Background: an optimization exercise with open tools, aiming at small area, a short achievable clock period and few clock cycles. Do not read the settings as production practice.
Power is estimated from default activity; no workload was simulated.

==> flow/design.v <==
module grayscale(
  input  [23:0] d,
  output [7:0]  q
  );
wire [11:0] r  = {4'b0000, d[7:0]};
wire [11:0] g  = {4'b0000, d[15:8]};
wire [11:0] b  = {4'b0000, d[23:16]};
wire [11:0] t0 = r;
wire [11:0] t1 = r << 2;
wire [11:0] t2 = g;
wire [11:0] t3 = g << 3;
wire [11:0] t4 = b << 1;
wire [11:0] s1 = t0 ^ t1 ^ t2;
wire [11:0] c1 = ((t0 & t1) | (t0 & t2) | (t1 & t2)) << 1;
wire [11:0] s2 = s1 ^ c1 ^ t3;
wire [11:0] c2 = ((s1 & c1) | (s1 & t3) | (c1 & t3)) << 1;
wire [11:0] s3 = s2 ^ c2 ^ t4;
wire [11:0] c3 = ((s2 & c2) | (s2 & t4) | (c2 & t4)) << 1;
wire [11:0] total = s3 + c3;
assign q = total[11:4];
endmodule
module sat_add(
  input  [7:0] a,
  input  [7:0] m,
  input        neg,
  output [7:0] q
  );
wire [8:0] r = {1'b0, a} + {1'b0, m ^ {8{neg}}} + {8'b0, neg};
wire       ovf = r[8] ^ neg;
assign q = ovf ? {8{~neg}} : r[7:0];
endmodule
module err_dif(
  input  [7:0] a,
  input  [6:0] c7,
  input  [6:0] ep,
  input        sp,
  input        m3,
  output [7:0] v,
  output       s,
  output [6:0] e
  );
wire [8:0] ep3 = {2'b00, ep} + {1'b0, ep, 1'b0};
wire [4:0] d3  = m3 ? ep3[8:4] : 5'd0;
wire [7:0] t;
sat_add u_t(.a(a), .m({3'b000, d3}), .neg(sp), .q(t));
sat_add u_v(.a(t), .m({2'b00, c7[5:0]}), .neg(c7[6]), .q(v));
assign s  = v[7];
assign e  = v[6:0] ^ {7{v[7]}};
endmodule
module controller #(
  parameter W  = 800,
  parameter H  = 600,
  parameter K  = 4,
  parameter AW = 19
  ) (
  input               clk,
  input               rst,
  output reg [AW-1:0] oa,
  output reg [AW-1:0] ia,
  output reg          rd,
  output reg          wr,
  output reg          done,
  output reg          a_sel,     
  output reg          idle,      
  output reg          lane_k,    
  output reg          x_last,    
  output reg          x_nlast,   
  output reg          c7_0       
  );
function integer lg2;
  input integer n;
  integer i;
  begin
    lg2 = 0;
    for (i = n - 1; i > 0; i = i >> 1)
      lg2 = lg2 + 1;
  end
endfunction
localparam integer CW  = lg2(K + 2);
localparam integer XW  = lg2(W);
localparam integer WK1 = W * (K + 1);
localparam [AW-1:0] D_RD   = W * K + K + 2;
localparam [AW-1:0] D_RDW  = W * K + K + 2 - WK1;
localparam [AW-1:0] D_L0   = -1;
localparam [AW-1:0] D_L0W  = WK1 - 1;
localparam [AW-1:0] D_LN   = -W - 1;
localparam [AW-1:0] D_LNW  = WK1 - W - 1;
localparam [AW-1:0] I_L3   = -3 * W - 3;
localparam [AW-1:0] I_L3W  = WK1 - 3 * W - 3;
localparam [AW-1:0] I_L4   = -4 * W - 3;
localparam [AW-1:0] I_L4W  = WK1 - 4 * W - 3;
localparam [AW-1:0] I_L0   = W * (K - 2) + K;
localparam [AW-1:0] I_L0W  = W * (K - 2) + K - WK1;
localparam [AW-1:0] OA0    = W * (H - 1) + W - 3 - K;
localparam [AW-1:0] N_PIX  = W * H;         
localparam [AW-1:0] N_RD   = W * (H - K);   
localparam [AW-1:0] LAST   = W - 1;         
reg [CW-1:0] c;
reg [XW-1:0] x0;
wire         x0_s  = (x0 < 16);
wire [3:0]   x0_l  = x0[3:0];
wire         x0_e  = (x0 == W - 1);
reg [CW-1:0] c_n;
reg [AW-1:0] doa, dia, oa_n;
reg [3:0]    dx;
reg          wa, wi, rd_n, wr_n, done_n;
always @(*) begin
  c_n = (c == K + 1) ? {CW{1'b0}} : c + 1'b1;
  if (c == 0) begin
    wa  = x0_s && x0_l < K + 2;
    doa = wa ? D_RDW : D_RD;
  end else begin
    wa  = x0_s && x0_l == c - 1;
    if (c == 1)
      doa = wa ? D_L0W : D_L0;
    else
      doa = wa ? D_LNW : D_LN;
  end
  oa_n = oa + doa;
  dx = x0_l - c;
  if (c_n == 0) begin
    wi  = x0_s && x0_l >= 1 && x0_l <= K;
    dia = wi ? I_L0W : I_L0;
  end else if (c_n == K) begin
    wi  = (x0_s && x0_l < K - 1) || x0_e;
    dia = wi ? I_L0W : I_L0;
  end else if (c_n == K + 1) begin
    wi  = x0_s && x0_l < K;
    dia = wi ? I_L0W : I_L0;
  end else if (c_n == 1) begin
    wi  = x0_s && x0_l < 3;
    dia = wi ? I_L3W : I_L3;
  end else begin
    wi  = x0_s && x0_l >= c && dx <= 2;
    dia = wi ? I_L4W : I_L4;
  end
  done_n = done || (wr && oa == LAST);
  rd_n = (c_n == 1) && (oa_n < N_RD) && !done_n;
  wr_n = (c_n != 1) && (oa_n < N_PIX) && !done_n;
end
always @(posedge clk) begin
  ia      <= oa_n + dia;
  a_sel   <= (c_n == 1) && (oa_n < N_RD);
  idle    <= (c_n == 0);
  lane_k  <= (c_n == K + 1);
  x_last  <= x0_s && x0_l == c;
  c7_0    <= x_last || lane_k;
  x_nlast <= (c == 0) ? x0_e : (x0_s && x0_l == c - 1);
end
always @(posedge clk or posedge rst) begin
  if (rst) begin
    c    <= 0;
    x0   <= W - 1;
    oa   <= OA0;
    rd   <= 1'b0;
    wr   <= 1'b0;
    done <= 1'b0;
  end else begin
    c    <= c_n;
    if (c == K + 1)
      x0 <= x0_e ? {XW{1'b0}} : x0 + 1'b1;
    oa   <= oa_n;
    rd   <= rd_n;
    wr   <= wr_n;
    done <= done_n;
  end
end
endmodule
module sipu_core #(
  parameter W  = 800,
  parameter H  = 600,
  parameter K  = 4,
  parameter AW = 19
  ) (
  input           clk,
  input           rst,
  input  [23:0]   in_mem_data,
  input  [7:0]    out_mem_data,
  output reg [7:0] mux_data,
  output          en_in_mem,
  output [AW-1:0] in_mem_addr,
  output          en_out_mem,
  output [AW-1:0] out_mem_addr,
  output          out_mem_read,
  output          out_mem_write,
  output          done
  );
localparam integer RW = 19;     
wire a_sel, idle, lane_k, x_last, x_nlast, c7_0;
controller #(.W(W), .H(H), .K(K), .AW(AW)) ctrl(
  .clk(clk), .rst(rst), .oa(out_mem_addr), .ia(in_mem_addr),
  .rd(out_mem_read), .wr(out_mem_write), .done(done),
  .a_sel(a_sel), .idle(idle), .lane_k(lane_k), .x_last(x_last),
  .x_nlast(x_nlast), .c7_0(c7_0));
assign en_in_mem  = 1'b1;
assign en_out_mem = 1'b1;
reg [RW*(K+1)-1:0] ring;
reg [RW:0]         tail;
reg [23:0]         in_q;
reg [7:0]          g1_q;     
wire [RW-1:0] head = ring[RW-1:0];
wire [7:0]    a    = head[7:0];
wire [6:0]    c7   = head[18:12];
wire [7:0] v;
wire       s;
wire [6:0] e;
wire [6:0] e_q = tail[18:12];
wire       s_q = tail[19];
err_dif ed(.a(a), .c7(c7), .ep(e_q), .sp(s_q && !x_last), .m3(!x_last),
           .v(v), .s(s), .e(e));
wire [9:0] ep5 = {3'b000, e_q} + {1'b0, e_q, 2'b00};
wire [2:0] d1n = x_nlast ? 3'd0 : e_q[6:4];
wire [3:0] d1_nx = ring[2*RW-8:2*RW-11];
wire [7:0] g, g1, a_calc;
grayscale gray(.d(in_q), .q(g));
sat_add u_g1(.a(g), .m({5'b00000, d1_nx[2:0]}), .neg(d1_nx[3]), .q(g1));
sat_add u_g5(.a(g1_q), .m({2'b00, ep5[9:4]}), .neg(s_q), .q(a_calc));
wire [7:0] a_n  = a_sel ? out_mem_data : a_calc;
wire [3:0] d1_n = {s_q && !x_nlast, d1n};
wire [9:0] t7 = {tail[18:12], 3'b000} - {3'b000, tail[18:12]};
always @(posedge clk) begin
  tail     <= {s && !idle, idle ? 7'd0 : e, d1_n, a_n};
  ring     <= {tail[19] && !c7_0, c7_0 ? 6'd0 : t7[9:4], tail[11:0],
               ring[RW*(K+1)-1:RW]};
  in_q     <= in_mem_data;
  g1_q     <= g1;
  mux_data <= lane_k ? v : {8{s}};
end
endmodule
module top(clk,
           rst,
           done,
           in_mem_data,
           out_mem_data,
           mux_data,
           en_in_mem,
           in_mem_addr,
           en_out_mem,
           out_mem_addr,
           out_mem_read,
           out_mem_write
           );
  input  clk;
  input  rst;
  input  [23:0]  in_mem_data;
  input  [7:0]   out_mem_data;
  output [7:0]   mux_data;
  output         en_in_mem;
  output [31:0]  in_mem_addr;
  output         en_out_mem;
  output [31:0]  out_mem_addr;
  output         out_mem_read;
  output         out_mem_write;
  output done;
  wire [18:0] in_addr;
  wire [18:0] out_addr;
  assign in_mem_addr  = {13'd0, in_addr};
  assign out_mem_addr = {13'd0, out_addr};
  sipu_core #(.W(800), .H(600), .K(6), .AW(19)) core(
    .clk(clk), .rst(rst),
    .in_mem_data(in_mem_data), .out_mem_data(out_mem_data),
    .mux_data(mux_data),
    .en_in_mem(en_in_mem), .in_mem_addr(in_addr),
    .en_out_mem(en_out_mem), .out_mem_addr(out_addr),
    .out_mem_read(out_mem_read), .out_mem_write(out_mem_write),
    .done(done));
endmodule
clock: 24.0 ns
lec_check: 0
cap_margin: 20
core_margin: 2
core_utilization: 40
slew_margin: 20
standard.sh (not shown) runs the stock make flow with config.mk's settings and CLKGATE_MAP_FILE= SYNTH_SCRIPT=/design/flow/synth_recipe.tcl, a recipe that flattens the netlist after the stock synthesis.
==> flow/flow/run.sh <==
#!/bin/bash
set -o pipefail
export BUFFER_PORTS_ARGS="-buffer_cell sky130_fd_sc_hd__buf_2"
export CTS_ARGS="-sink_clustering_enable -repair_clock_nets -dont_use_dummy_load -sink_clustering_size 26 -sink_clustering_max_diameter 90 -buf_list {sky130_fd_sc_hd__clkbuf_16}"
bash standard.sh > standard.log 2>&1
The first run completed without violations.
Change:
--- a/flow/design.v
+++ b/flow/design.v
@@ -63,10 +63,9 @@
   output reg          a_sel,     
   output reg          idle,      
   output reg          lane_k,    
   output reg          x_last,    
-  output reg          x_nlast,   
-  output reg          c7_0       
+  output reg          x_nlast    
   );
 function integer lg2;
   input integer n;
   integer i;
@@ -143,9 +142,8 @@
   a_sel   <= (c_n == 1) && (oa_n < N_RD);
   idle    <= (c_n == 0);
   lane_k  <= (c_n == K + 1);
   x_last  <= x0_s && x0_l == c;
-  c7_0    <= x_last || lane_k;
   x_nlast <= (c == 0) ? x0_e : (x0_s && x0_l == c - 1);
 end
 always @(posedge clk or posedge rst) begin
   if (rst) begin
@@ -185,29 +183,28 @@
   output          out_mem_write,
   output          done
   );
 localparam integer RW = 19;     
-wire a_sel, idle, lane_k, x_last, x_nlast, c7_0;
+wire a_sel, idle, lane_k, x_last, x_nlast;
 controller #(.W(W), .H(H), .K(K), .AW(AW)) ctrl(
   .clk(clk), .rst(rst), .oa(out_mem_addr), .ia(in_mem_addr),
   .rd(out_mem_read), .wr(out_mem_write), .done(done),
-  .a_sel(a_sel), .idle(idle), .lane_k(lane_k), .x_last(x_last),
-  .x_nlast(x_nlast), .c7_0(c7_0));
+  .a_sel(a_sel), .idle(idle), .lane_k(lane_k), .x_last(x_last), .x_nlast(x_nlast));
 assign en_in_mem  = 1'b1;
 assign en_out_mem = 1'b1;
 reg [RW*(K+1)-1:0] ring;
 reg [RW:0]         tail;
 reg [23:0]         in_q;
 reg [7:0]          g1_q;     
+reg [6:0]          e_q;      
+reg                s_q;      
 wire [RW-1:0] head = ring[RW-1:0];
 wire [7:0]    a    = head[7:0];
 wire [6:0]    c7   = head[18:12];
 wire [7:0] v;
 wire       s;
 wire [6:0] e;
-wire [6:0] e_q = tail[18:12];
-wire       s_q = tail[19];
-err_dif ed(.a(a), .c7(c7), .ep(e_q), .sp(s_q && !x_last), .m3(!x_last),
+err_dif ed(.a(a), .c7(c7), .ep(e_q), .sp(s_q), .m3(!x_last),
            .v(v), .s(s), .e(e));
 wire [9:0] ep5 = {3'b000, e_q} + {1'b0, e_q, 2'b00};
 wire [2:0] d1n = x_nlast ? 3'd0 : e_q[6:4];
 wire [3:0] d1_nx = ring[2*RW-8:2*RW-11];
@@ -215,16 +212,18 @@
 grayscale gray(.d(in_q), .q(g));
 sat_add u_g1(.a(g), .m({5'b00000, d1_nx[2:0]}), .neg(d1_nx[3]), .q(g1));
 sat_add u_g5(.a(g1_q), .m({2'b00, ep5[9:4]}), .neg(s_q), .q(a_calc));
 wire [7:0] a_n  = a_sel ? out_mem_data : a_calc;
+wire [7:0] c7_n = (x_last || lane_k) ? 8'd0 : {s, e};
 wire [3:0] d1_n = {s_q && !x_nlast, d1n};
 wire [9:0] t7 = {tail[18:12], 3'b000} - {3'b000, tail[18:12]};
 always @(posedge clk) begin
-  tail     <= {s && !idle, idle ? 7'd0 : e, d1_n, a_n};
-  ring     <= {tail[19] && !c7_0, c7_0 ? 6'd0 : t7[9:4], tail[11:0],
-               ring[RW*(K+1)-1:RW]};
+  tail     <= {c7_n, d1_n, a_n};
+  ring     <= {tail[19], t7[9:4], tail[11:0], ring[RW*(K+1)-1:RW]};
   in_q     <= in_mem_data;
   g1_q     <= g1;
+  e_q      <= idle ? 7'd0 : e;
+  s_q      <= s && !idle;
   mux_data <= lane_k ? v : {8{s}};
 end
 endmodule
 module top(clk,
@@ -255,9 +254,9 @@
   wire [18:0] in_addr;
   wire [18:0] out_addr;
   assign in_mem_addr  = {13'd0, in_addr};
   assign out_mem_addr = {13'd0, out_addr};
-  sipu_core #(.W(800), .H(600), .K(6), .AW(19)) core(
+  sipu_core #(.W(800), .H(600), .K(5), .AW(19)) core(
     .clk(clk), .rst(rst),
     .in_mem_data(in_mem_data), .out_mem_data(out_mem_data),
     .mux_data(mux_data),
     .en_in_mem(en_in_mem), .in_mem_addr(in_addr),
Outcome:
- cell area goes down by 4.2%
- area after synthesis goes down by 4.2%
- routed wire length goes down by 4.4%
- worst setup slack gets worse by 0.075 ns
- combinational power goes up by 69%
- sequential power goes down by about 2%
No run of this note included a check of the RTL's function; only the layout flow was run.

==> re-timing with driven ports <==
Ports are ideal in the flow. The routed layouts listed here were re-timed in OpenROAD.
Step 1: set_driving_cell puts a clkbuf_16 on clk and a buf_2 on each other input, an assumption about the parent block.
Step 2 moves the port delays by t, midway between the first and last clock arrival at a register: inputs arrive t later, outputs are due t later. That takes back most of the time a late clock gives input paths.
Slacks: no drivers / after step 1 / after step 2; pairs: no drivers / after step 1.
run	t (ns)	setup slack, ns	hold WS [ns]	clock arrival spread, ns	slew at the worst register clock pin (ns)
the first run	0.508	17.640 / 17.640 / 17.640	0.322 / 0.322 / 0.322	0.057 / 0.057	0.10 / 0.10
the second run	0.504	17.565 / 17.565 / 17.565	0.296 / 0.296 / 0.296	0.047 / 0.047	0.10 / 0.10
After both steps setup and hold are still met in every run listed.
